From an optimization exercise on the open Yosys and OpenROAD flow, aimed at small area, a short achievable clock period and few clock cycles; shortcuts taken in it are not production practice. Only simulation tests tie the RTL to the original design; equivalence was not proved. Power figures rest on the tool's default switching activity, not on a simulated workload.

==> flow/design.v <==
module fpu(
  input logic [31:0] data_a,
  input logic [31:0] data_b,
  input logic [5:0] data_op, 
  output logic [31:0] result
  );
  localparam FPU_FUNCT_MOV  = 6'b000110;
  localparam FPU_FUNCT_NEG  = 6'b000111;
  localparam FPU_FUNCT_ABS  = 6'b000101;
  localparam FPU_FUNCT_C_EQ = 6'b110001;
  localparam FPU_FUNCT_C_LT = 6'b110010;
  localparam FPU_FUNCT_C_LE = 6'b110011;
  logic a_nan, b_nan, unordered, both_zero;
  assign a_nan = (data_a[30:23] == 8'hff) && (data_a[22:0] != 23'b0);
  assign b_nan = (data_b[30:23] == 8'hff) && (data_b[22:0] != 23'b0);
  assign unordered = a_nan || b_nan;
  assign both_zero = (data_a[30:0] == 31'b0) && (data_b[30:0] == 31'b0);
  logic mag_lt, mag_eq, lt, eq;
  assign mag_lt = data_a[30:0] < data_b[30:0];
  assign mag_eq = data_a[30:0] == data_b[30:0];
  assign eq = !unordered && (both_zero || (data_a == data_b));
  assign lt = !unordered && !both_zero &&
              ((data_a[31] && !data_b[31]) ||
               (!data_a[31] && !data_b[31] && mag_lt) ||
               (data_a[31] && data_b[31] && !mag_lt && !mag_eq));
  always_comb begin
    case(data_op)
      FPU_FUNCT_NEG: result = {~data_a[31],data_a[30:0]};
      FPU_FUNCT_MOV: result = data_a[31:0];
      FPU_FUNCT_ABS: result = {1'b0,data_a[30:0]};
      FPU_FUNCT_C_EQ: result = {31'b0,eq};
      FPU_FUNCT_C_LT: result = {31'b0,lt};
      FPU_FUNCT_C_LE: result = {31'b0,lt|eq};
      default result = 32'b0;
    endcase
  end
endmodule
`timescale 1 ns / 100 ps
module top_core #(
	parameter MEM_WIDTH = 16,
	parameter INST_WIDTH = 16
)(
		input logic clk,
		input logic rst,
	output logic [INST_WIDTH-1:0] imem_addr,
	input logic [31:0] imem_rdata,
	output logic [MEM_WIDTH-1:0] dmem_addr,
	output logic [31:0] dmem_wdata,
	output logic dmem_we,
	input logic [31:0] dmem_rdata,
	input logic in_valid,
	input logic [31:0] in_data,
	output logic in_ready,
	output logic out_valid,
	output logic [31:0] out_data,
	output logic out_byte
);
	localparam OP_SPECIAL = 6'b000000;
	localparam OP_FPU     = 6'b010001;
	localparam OP_ADDI    = 6'b001000;
	localparam OP_ANDI    = 6'b001100;
	localparam OP_ORI     = 6'b001101;
	localparam OP_IN      = 6'b011010;
	localparam OP_OUT     = 6'b011011;
	localparam OP_LUI    = 6'b001111;
	localparam OP_BEQ     = 6'b000100;
	localparam OP_BNE     = 6'b000101;
	localparam OP_BGEZ     = 6'b000001;
	localparam OP_BGTZ     = 6'b000111;
	localparam OP_BLEZ  = 6'b000110;
	localparam OP_J       = 6'b000010;
	localparam OP_JAL     = 6'b000011;
	localparam OP_LW      = 6'b100011;
	localparam OP_SW      = 6'b101011;
	localparam OP_FSW      = 6'b110001;
	localparam OP_FLW      = 6'b111001;
	localparam OP_MTFC	  = 6'b010011;
	localparam OP_FBCT     = 6'b010101;
	localparam FPU_FUNCT_FTOI = 6'b011000;
	localparam FUNCT_ADD  = 6'b100000;
	localparam FUNCT_SUB  = 6'b100010;
	localparam FUNCT_AND  = 6'b100100;
	localparam FUNCT_OR   = 6'b100101;
	localparam FUNCT_SLL  = 6'b000000;
	localparam FUNCT_SRL  = 6'b000010;
	localparam FUNCT_JR   = 6'b001000;
	localparam FUNCT_JALR = 6'b001001;
	localparam FPU_FUNCT_C_EQ = 6'b110001;
	localparam FPU_FUNCT_C_LT = 6'b110010;
	localparam FPU_FUNCT_C_LE = 6'b110011;
	localparam FETCH = 2'b00;
	localparam DECODE = 2'b01;
	localparam EXECUTE = 2'b10;
	localparam WRITE = 2'b11;
	logic [31:0] instr;
	logic [1:0] stage;
	logic [31:0] [31:0] gpr;
	logic [31:0] [31:0] fpr;
	logic [0:0] cond_reg;
	logic [31:0] reg_ew;
	logic [INST_WIDTH-1:0] reg_pc;
 logic [MEM_WIDTH-1:0] addra;
 logic [31:0] din;
 logic [31:0] dout;
 logic wea;
 assign dmem_addr = addra;
 assign dmem_wdata = din;
 assign dmem_we = wea;
 assign dout = dmem_rdata;
 logic [0:0] latency;
	logic [INST_WIDTH-1:0] pc;
	logic [INST_WIDTH-1:0] pc_add_1;
	assign pc_add_1 = pc +1;
   logic [31:0] doutb;
   assign imem_addr = pc;
   assign doutb = imem_rdata;
 logic [31:0] res_fp;
 fpu fpu(.data_a(fpr[instr[15:11]]),.data_b(fpr[instr[20:16]]),.data_op(instr[5:0]),.result(res_fp));
	logic valid_rec;
	logic ready_rec;
	assign ready_rec = (instr[31:26] == OP_IN && stage == EXECUTE) ? 1:0;
	assign in_ready = ready_rec;
	assign valid_rec = in_valid;
	logic [31:0] data_rec;
	assign data_rec = in_data;
	logic valid_send;
	logic [31:0] data_send;
	logic [0:0] id;
	assign out_valid = valid_send;
	assign out_data = data_send;
	assign out_byte = id;
	logic gpr_we, fpr_we;
	logic [4:0] gpr_waddr, fpr_waddr;
	logic [31:0] gpr_wdata, fpr_wdata;
	always_comb begin
		gpr_we = 1'b0;
		gpr_waddr = instr[20:16];
		gpr_wdata = reg_ew;
		fpr_we = 1'b0;
		fpr_waddr = instr[20:16];
		fpr_wdata = reg_ew;
		case(instr[31:26])
			OP_SPECIAL:
				case(instr[5:0])
					FUNCT_ADD,FUNCT_SUB,FUNCT_AND,FUNCT_OR,FUNCT_JALR,FUNCT_SLL,FUNCT_SRL:begin
						gpr_we = 1'b1;
						gpr_waddr = instr[15:11];
					end
				endcase
			OP_FPU:
				case(instr[5:0])
					FPU_FUNCT_C_EQ,FPU_FUNCT_C_LE,FPU_FUNCT_C_LT:;
					FPU_FUNCT_FTOI:begin
						gpr_we = 1'b1;
						gpr_waddr = instr[10:6];
					end
					default begin
						fpr_we = 1'b1;
						fpr_waddr = instr[10:6];
					end
				endcase
			OP_LUI,OP_ADDI,OP_ANDI,OP_ORI,OP_IN:gpr_we = 1'b1;
			OP_JAL:begin
				gpr_we = 1'b1;
				gpr_waddr = 5'd31;
				gpr_wdata = {16'b0,reg_pc};
			end
			OP_MTFC:begin
				if(instr[25:21]==5'b0) begin
					gpr_we = 1'b1;
				end else begin
					fpr_we = 1'b1;
					fpr_waddr = instr[15:11];
				end
			end
			OP_LW:begin
				gpr_we = !latency;
				gpr_wdata = dout;
			end
			OP_FLW:begin
				fpr_we = !latency;
				fpr_wdata = dout;
			end
			default:;
		endcase
		if (stage != WRITE) begin
			gpr_we = 1'b0;
			fpr_we = 1'b0;
		end
	end
	always@(posedge clk) begin
	if (rst) begin
		stage <= FETCH;
		pc <= 0;
		cond_reg <= 0;
		wea <= 1'b0;
		latency <= 1'b0;
		valid_send <= 1'b0;
		gpr[0] <= 32'b0;
		addra <= 0;
	end else begin
		if(stage == FETCH) begin
			stage <= stage +1;
		end else if (stage == DECODE) begin 
			instr <= doutb;
			stage <= stage +1;
		end else if (stage == EXECUTE) begin 
			case(instr[31:26])
				OP_SPECIAL:
					case(instr[5:0])
						FUNCT_ADD:reg_ew <= gpr[instr[25:21]] + gpr[instr[20:16]];
						FUNCT_SUB:reg_ew <= gpr[instr[25:21]] - gpr[instr[20:16]];
						FUNCT_AND:reg_ew <= gpr[instr[25:21]] & gpr[instr[20:16]];
						FUNCT_OR:reg_ew <= gpr[instr[25:21]] | gpr[instr[20:16]];
						FUNCT_SLL:reg_ew <= gpr[instr[20:16]] << instr[10:6];
						FUNCT_SRL:reg_ew <= gpr[instr[20:16]] >> instr[10:6];
						FUNCT_JALR:begin
							reg_pc<=gpr[instr[25:21]][INST_WIDTH-1:0];
							reg_ew <= {16'b0,pc_add_1};
						end
						FUNCT_JR:reg_pc <= gpr[instr[25:21]][INST_WIDTH-1:0];
					endcase
				OP_ADDI:reg_ew <= gpr[instr[25:21]] + $signed({{16{instr[15]}},instr[15:0]});
				OP_ANDI:reg_ew <= gpr[instr[25:21]] & {16'b0,instr[15:0]};
				OP_ORI:reg_ew<= gpr[instr[25:21]] | {16'b0,instr[15:0]};
				OP_LUI:reg_ew<= {instr[15:0],16'b0};
				OP_J:reg_pc <= instr[INST_WIDTH-1:0];
				OP_JAL:reg_pc <= pc_add_1;
				OP_MTFC:begin
					if(instr[25:21]==5'b0) begin
						reg_ew<=fpr[instr[15:11]];
					end else begin
						reg_ew<=gpr[instr[20:16]];
					end
				end
				OP_LW:begin
					addra [MEM_WIDTH-1:0] <= gpr[instr[25:21]][MEM_WIDTH-1:0]+$signed({instr[15],instr[MEM_WIDTH-2:0]});
					latency <= 1'b1;
				end
				OP_SW:begin
					addra [MEM_WIDTH-1:0] <= gpr[instr[25:21]][MEM_WIDTH-1:0]+$signed({instr[15],instr[MEM_WIDTH-2:0]});
					din <= gpr[instr[20:16]];
					wea <= 1'b1;
				end
				OP_FLW:begin
					addra [MEM_WIDTH-1:0] <= gpr[instr[25:21]][MEM_WIDTH-1:0]+$signed({instr[15],instr[MEM_WIDTH-2:0]});
					latency <= 1'b1;
				end
				OP_FSW:begin
					addra [MEM_WIDTH-1:0] <= gpr[instr[25:21]][MEM_WIDTH-1:0]+$signed({instr[15],instr[MEM_WIDTH-2:0]});
					din <= fpr[instr[20:16]];
					wea <= 1'b1;
				end
				OP_BEQ:reg_pc <= pc+$signed({instr[15],instr[MEM_WIDTH-2:0]});
				OP_BNE:reg_pc <= pc+$signed({instr[15],instr[MEM_WIDTH-2:0]});
				OP_BGEZ:reg_pc <= pc+$signed({instr[15],instr[MEM_WIDTH-2:0]});
				OP_BGTZ:reg_pc <= pc+$signed({instr[15],instr[MEM_WIDTH-2:0]});
				OP_BLEZ:reg_pc <= pc+$signed({instr[15],instr[MEM_WIDTH-2:0]});
				OP_FBCT:reg_pc <= pc+$signed({instr[15],instr[MEM_WIDTH-2:0]});
			OP_FPU:reg_ew <= res_fp;
			OP_IN:begin
				if (valid_rec) begin
								reg_ew <= data_rec;
							end
			end
			OP_OUT:	begin
									id <= instr[21];
									data_send <= gpr[instr[20:16]];
									valid_send <= 1'b1;
							end
					default reg_ew <= reg_ew;
			endcase
	case(instr[31:26])
		OP_IN:begin
			if (valid_rec) begin
				stage <= stage +1;
			end else begin
					stage <= stage;
			end
		end
		OP_OUT:begin
						if (valid_send) begin
							stage <= stage + 1;
							valid_send <= 1'b0;
						end else begin
							stage <= stage;
						end
					end
		default stage <= stage + 1;
	endcase
		end else if (stage == WRITE) begin
			if (gpr_we) gpr[gpr_waddr] <= gpr_wdata;
			if (fpr_we) fpr[fpr_waddr] <= fpr_wdata;
			case(instr[31:26])
				OP_FPU:
					case(instr[5:0])
						FPU_FUNCT_C_EQ,FPU_FUNCT_C_LE,FPU_FUNCT_C_LT:cond_reg <= reg_ew[0];
					endcase
				OP_LW,OP_FLW:begin
					if(latency) begin
						latency <= 1'b0;
					end
				end
				OP_SW,OP_FSW:wea <= 1'b0;
			endcase
			case(instr[31:26])
				OP_SPECIAL:
					case(instr[5:0])
						FUNCT_JALR:pc <= reg_pc;
						FUNCT_JR:pc <= reg_pc;
						default  pc <= pc_add_1;
					endcase
				OP_BEQ:begin
					if (gpr[instr[25:21]] == gpr[instr[20:16]])	begin
						pc <= reg_pc;
					end else begin
						pc <= pc_add_1;
					end
				end
				OP_BNE:begin
					if (gpr[instr[25:21]] != gpr[instr[20:16]])	begin
						pc <= reg_pc;
					end else begin
						pc <= pc_add_1;
					end
				end
				OP_BGEZ:begin
					if (gpr[instr[25:21]] >= gpr[0])	begin
						pc <= reg_pc;
					end else begin
						pc <= pc_add_1;
					end
				end
				OP_BGTZ:begin
					if (gpr[instr[25:21]] > gpr[0])	begin
						pc <= reg_pc;
					end else begin
						pc <= pc_add_1;
					end
				end
				OP_BLEZ:begin
					if (gpr[instr[25:21]] <= gpr[0])	begin
						pc <= reg_pc;
					end else begin
						pc <= pc_add_1;
					end
				end
				OP_FBCT:begin
					if (cond_reg)	begin
						pc <= reg_pc;
					end else begin
						pc <= pc_add_1;
					end
				end
				OP_J:pc <= reg_pc;
				OP_JAL:pc <= pc+$signed({instr[15],instr[INST_WIDTH-2:0]});
				OP_LW,OP_FLW:begin
					if(latency) begin
						pc <= pc;
					end else begin
						pc <= pc_add_1;
					end
				end
				default : pc <= pc_add_1;
			endcase
			if(latency)begin
				stage <= stage;
			end else begin
		 		stage <= stage+1;
			end
		end
	end
	end
endmodule
==> flow/run.sh <==
#!/bin/bash
# synth_recipe.tcl (not shown) runs the flow's synth.tcl, then flattens the netlist and writes it again
# the make line also repeats each setting of config.mk as NAME=value (left out here)
make -C /OpenROAD-flow-scripts/flow DESIGN_CONFIG=/design/flow/config.mk WORK_HOME=/design/flow/orfs CLKGATE_MAP_FILE= SYNTH_SCRIPT=/design/flow/synth_recipe.tcl finish
==> flow/config.mk <==
export PLATFORM = sky130hd
export DESIGN_NAME = top_core
export DESIGN_NICKNAME = top_core
export VERILOG_FILES = /design/flow/design.v
export SDC_FILE = /design/flow/constraint.sdc
export NUM_CORES = 4
export LEC_CHECK = 0
export CAP_MARGIN = 20
export CELL_PAD_IN_SITES_DETAIL_PLACEMENT = 1
export CELL_PAD_IN_SITES_GLOBAL_PLACEMENT = 2
export CORE_MARGIN = 2
export CORE_UTILIZATION = 30
export PLACE_DENSITY = 0.5
export SLEW_MARGIN = 20
==> flow/constraint.sdc <==
create_clock -name core_clock -period 10.0 [get_ports {clk}]
set_input_delay 2.0000 -clock core_clock [delete_from_list [all_inputs] [get_ports {clk}]]
set_output_delay 2.0000 -clock core_clock [all_outputs]
set_load 0.01 [all_outputs]
==> metrics.md <==
| Metric | Value |
|---|---|
| Area delta synth->final | 14.4% |
| Mapped Nets | 11600 |
| Post_cts resized | 0 |
| RR Endpoint | pc[14] |
| Vias in the first global route | between 100k and 150k |
| Slew @ Worst Pin | 1260 ps |
| Die Ht | 689 um |
| CP Cell Sequence | buf_4, nand4b_1, buf_4, buf_4, o22ai_1, nor4_2, nand3_2, inv_1, ha_1, nor3_1, buf_4, nand3_1, nor4_2, xnor2_1, a221oi_1, o211a_1, nand2_1, a221oi_1, a221oi_1 |
| Die area | between 400000 and 500000 sq um |
| Ys async rst share | 0% |
| Power density over the cells | approximately 180 nW/um^2 |
| Clock Tree Root | clkbuf_16 |
| Largest regs | fpr x1024, gpr x1024 |
| CTS max path bufs | 4 |
| Cells after Synth | 11265 |
| Hold Violations, Final | 0 |
| Slew margin rel. | between 10% and 20% |
| Post-synth top cells | edfxtp_1, a21oi_1, nor2_1 |
| Global route overflow | 0 |
| DRC Markers | 0 |
| Maximum single-stage delay on the critical path | ~970 ps |
| Final setup skew | 75.2 ps |
| Top_reg_cell synth | edfxtp_1 |
| Initial antenna violation count | between 60 and 70 |
| Synth warnings | 2 |
| Vias | approximately 110k |
| Area of the multi-input gates | 70000 sq um |
| CTS tree | yes |
| Post-Route Utilization | between 30% and 40% |
| Min-delay src | gpr[14] |
| Req. time, crit path | between 10000 and 15000 ps |
| CTS Buf Count | around 300 |
| Register area | around 66000 sq um |
| Ranking of synthesized cells by area | edfxtp_1, mux4_2, mux2_2 |
| Post-Syn Area | ~140000 sq um |
| Cts hold-fix bufs | 0 |
| Layout Nets | approximately 12000 |
| Initial DRC Count | around 12000 |
| Final antenna-violating net count | 0 |
| Max-cap viol count | 0 |
| Wire per inst | between 40 and 50 um |
| Core Rows | around 250 |
| Crit-path slowest cell | nor4_2 |
| Layout cells sized above 1 | about a quarter |
| DP HPWL | between 400000 and 500000 um |
| Vias per inst | between 6 and 7 |
| Total track usage | a little under a third |
| Period utilisation layout | between 80 and 90% |
| Final setup violation count | 0 |
| Seq cells post-synth | roughly 2200 |
| Fill cell count | approximately 49000 |
| CP arrival | roughly 9000 ps |
| Hold Path Stages | 2 |
| Worst VDD drop | between 0.0001 and 0.00015 V |
| Sink of the worst hold path | gpr[14] |
| H-Tree Depth | 5 |
| Largest net degree at the start of global routing | 170 |
| Critical path peak fanout | 50 |
| Count leader, synth | edfxtp_1 |
| Sequential share of the synthesized area | between 40% and 50% |
| Core ar. | between 400000 and 500000 sq um |
| Final Max Tran Viols | 0 |
| Top cell type's share of synthesized area | 46.1% |
| Number of port buffers | a little under 200 |
| Yosys top cell by area | edfxtp_1 |
| RR Startpoint | instr[17] |
| Initial core utilization | a little under a third |
| Setup slack, reg-to-reg | about 1800 ps |
| # Post-CTS Setup Buffers | 0 |
| Worst r2r path cells | 19 |
| Die span in x | 689 um |
| Hold Crit Class | reg -> reg |
| DRT Wirelength | about 730000 um |
| FMAX | 122 MHz |
| Final min period | approximately 8000 ps |
| Leakage power | approximately 54 nW |
| EDFF count, synth | between 2000 and 2500 |
| RSZ-0062 raised after global routing | no |
| First-pass GRT wire length | 985000 um |
| IO Pins | ~200 |
| Worst skew pair latency | 980 ps |
| Crit Path Category | reg -> reg |
| Setup TNS | 0 ps |
| Avg Cell Area, Syn | around 12 sq um |
| Crit end category | flop |
| Most frequent CP cell | buf_4 |
| Worst-path clk slew | 60 ps |
| Placer congestion estimate | 0.944 |
| Total iterations of the first detailed-routing run | 12 |
| # clock sinks | 2231 |
| Synth unique cells | 110 |
| CP Launch Type | flop |
| Status | complete, no violations |
where the power goes:
group	total, W	leakage [nW]	internal [W]	switching (W)
clock network	0.0110	4.72	0.00638	0.00466
logic	0.00749	28.9	0.00226	0.00522
registers	0.0104	20.0	0.0103	0.0000656
area by class of cell:
| type | instances | area share [%] |
|---|---|---|
| antenna | 21 | 0.0327 |
| clock buffer | 381 | 5.03 |
| clock inverter | 160 | 0.961 |
| inverter | 197 | 0.463 |
| multi-input combinational | 7785 | 43.5 |
| sequential | 2231 | 41.2 |
| tap | 6198 | 4.82 |
| timing repair buffer | 683 | 3.97 |
worst max-delay path by stage:
stage          slack, ps       from  cells past startpoint  endpoint
4_1_cts             1990  instr[17]                     19     pc[0]
6_report            1770  instr[17]                     19    pc[14]
3_3_place_gp        1540  instr[17]                     18     pc[0]
5_1_grt             1550  instr[17]                     19    pc[14]
3_5_place_dp        2060  instr[17]                     19    pc[14]
2_1_floorplan     -24990        rst                      3    fpr[0]
worst max-delay path: cells and delay by family (launching register included):
| kind | cells | cell delay [ps] |
|---|---|---|
| AND/OR/NAND/NOR | 7 | 3470 |
| buffers and inverters | 5 | 2120 |
| AO/OA/AOI/OAI | 5 | 1380 |
| adder cells (fa/ha/maj) | 1 | 360 |
| flip-flops | 1 | 350 |
| XOR/XNOR | 1 | 270 |
per-stage QoR:
stage                     power [W]  setup slack, ps  hold slack, ps  instances  area (sq um)
after floorplan              0.0144           -24990             424      11265        141000
after global placement       0.0178             1540             476      17077        151000
after detailed placement     0.0179             2060             488      17093        151000
after CTS                    0.0290             1990             500      17634        161000
after global routing         0.0296             1550             538      17640        161000
final                        0.0289             1770             501      17656        161000
placed cells by master (no fill, tap or decap), drive strengths merged, types with 118 or more instances in the layout:
master and n:
clkdlybuf4s50 197, ha 232, mux2 1110, nand3 152, buf 486, nor3 118
a22oi 179, o22ai 150, nor2 1052, inv 204, clkbuf 381, mux4 894
o21ai 451, mux2i 625, edfxtp 2161, nand2 624, a21oi 1069, clkinv 123
layer usage:
metal	global-route usage, %	routed length [um]	up-vias
li1	-	-	44214
met5	0	72	-
met1	43.6	332000	58218
met4	10.5	29900	10
met2	45.4	319000	4436
met3	4.47	48800	985
cell families (layout without fill, tap and decap cells):
logic type	count (synthesis)	in the layout	synth area share (%)
compound gates	2459	2459	10.7
xor+xnor	87	87	0.566
fa+ha+maj	236	236	2.12
buf+inv	1249	1421	3.90
flops	2231	2231	47.1
mux	2629	2629	27.7
other cells	0	21	0
simple gates	2374	2374	7.89
Testbench counts, summed over its fixed seeds: cycles 138,437.

## static timing again, ports no longer ideal
Ports are ideal in the flow. The routed layout listed here was re-timed in OpenROAD. Step 1 (the two cells are an assumption about what drives the block):
set clk [get_ports {clk}]
set_driving_cell -lib_cell sky130_fd_sc_hd__clkbuf_16 $clk
set_driving_cell -lib_cell sky130_fd_sc_hd__buf_2 [delete_from_list [all_inputs] $clk]
Step 2, shift: input delay + t, output delay - t, t = (earliest + latest rising clock arrival at the registers) / 2. This alone moves slack from input paths to output paths. Slacks: ideal ports / drivers / drivers and shift; pairs: ideal ports / drivers.
t (ns): 1.056
setup WS [ns]: 1.771 / 1.771 / 1.771
worst slew at a driven data input, ns: 0.13
After both steps setup and hold are still met in this run. For this run, drivers alone change the setup slack by 0.000 ns; drivers and shift together by 0.000 ns.
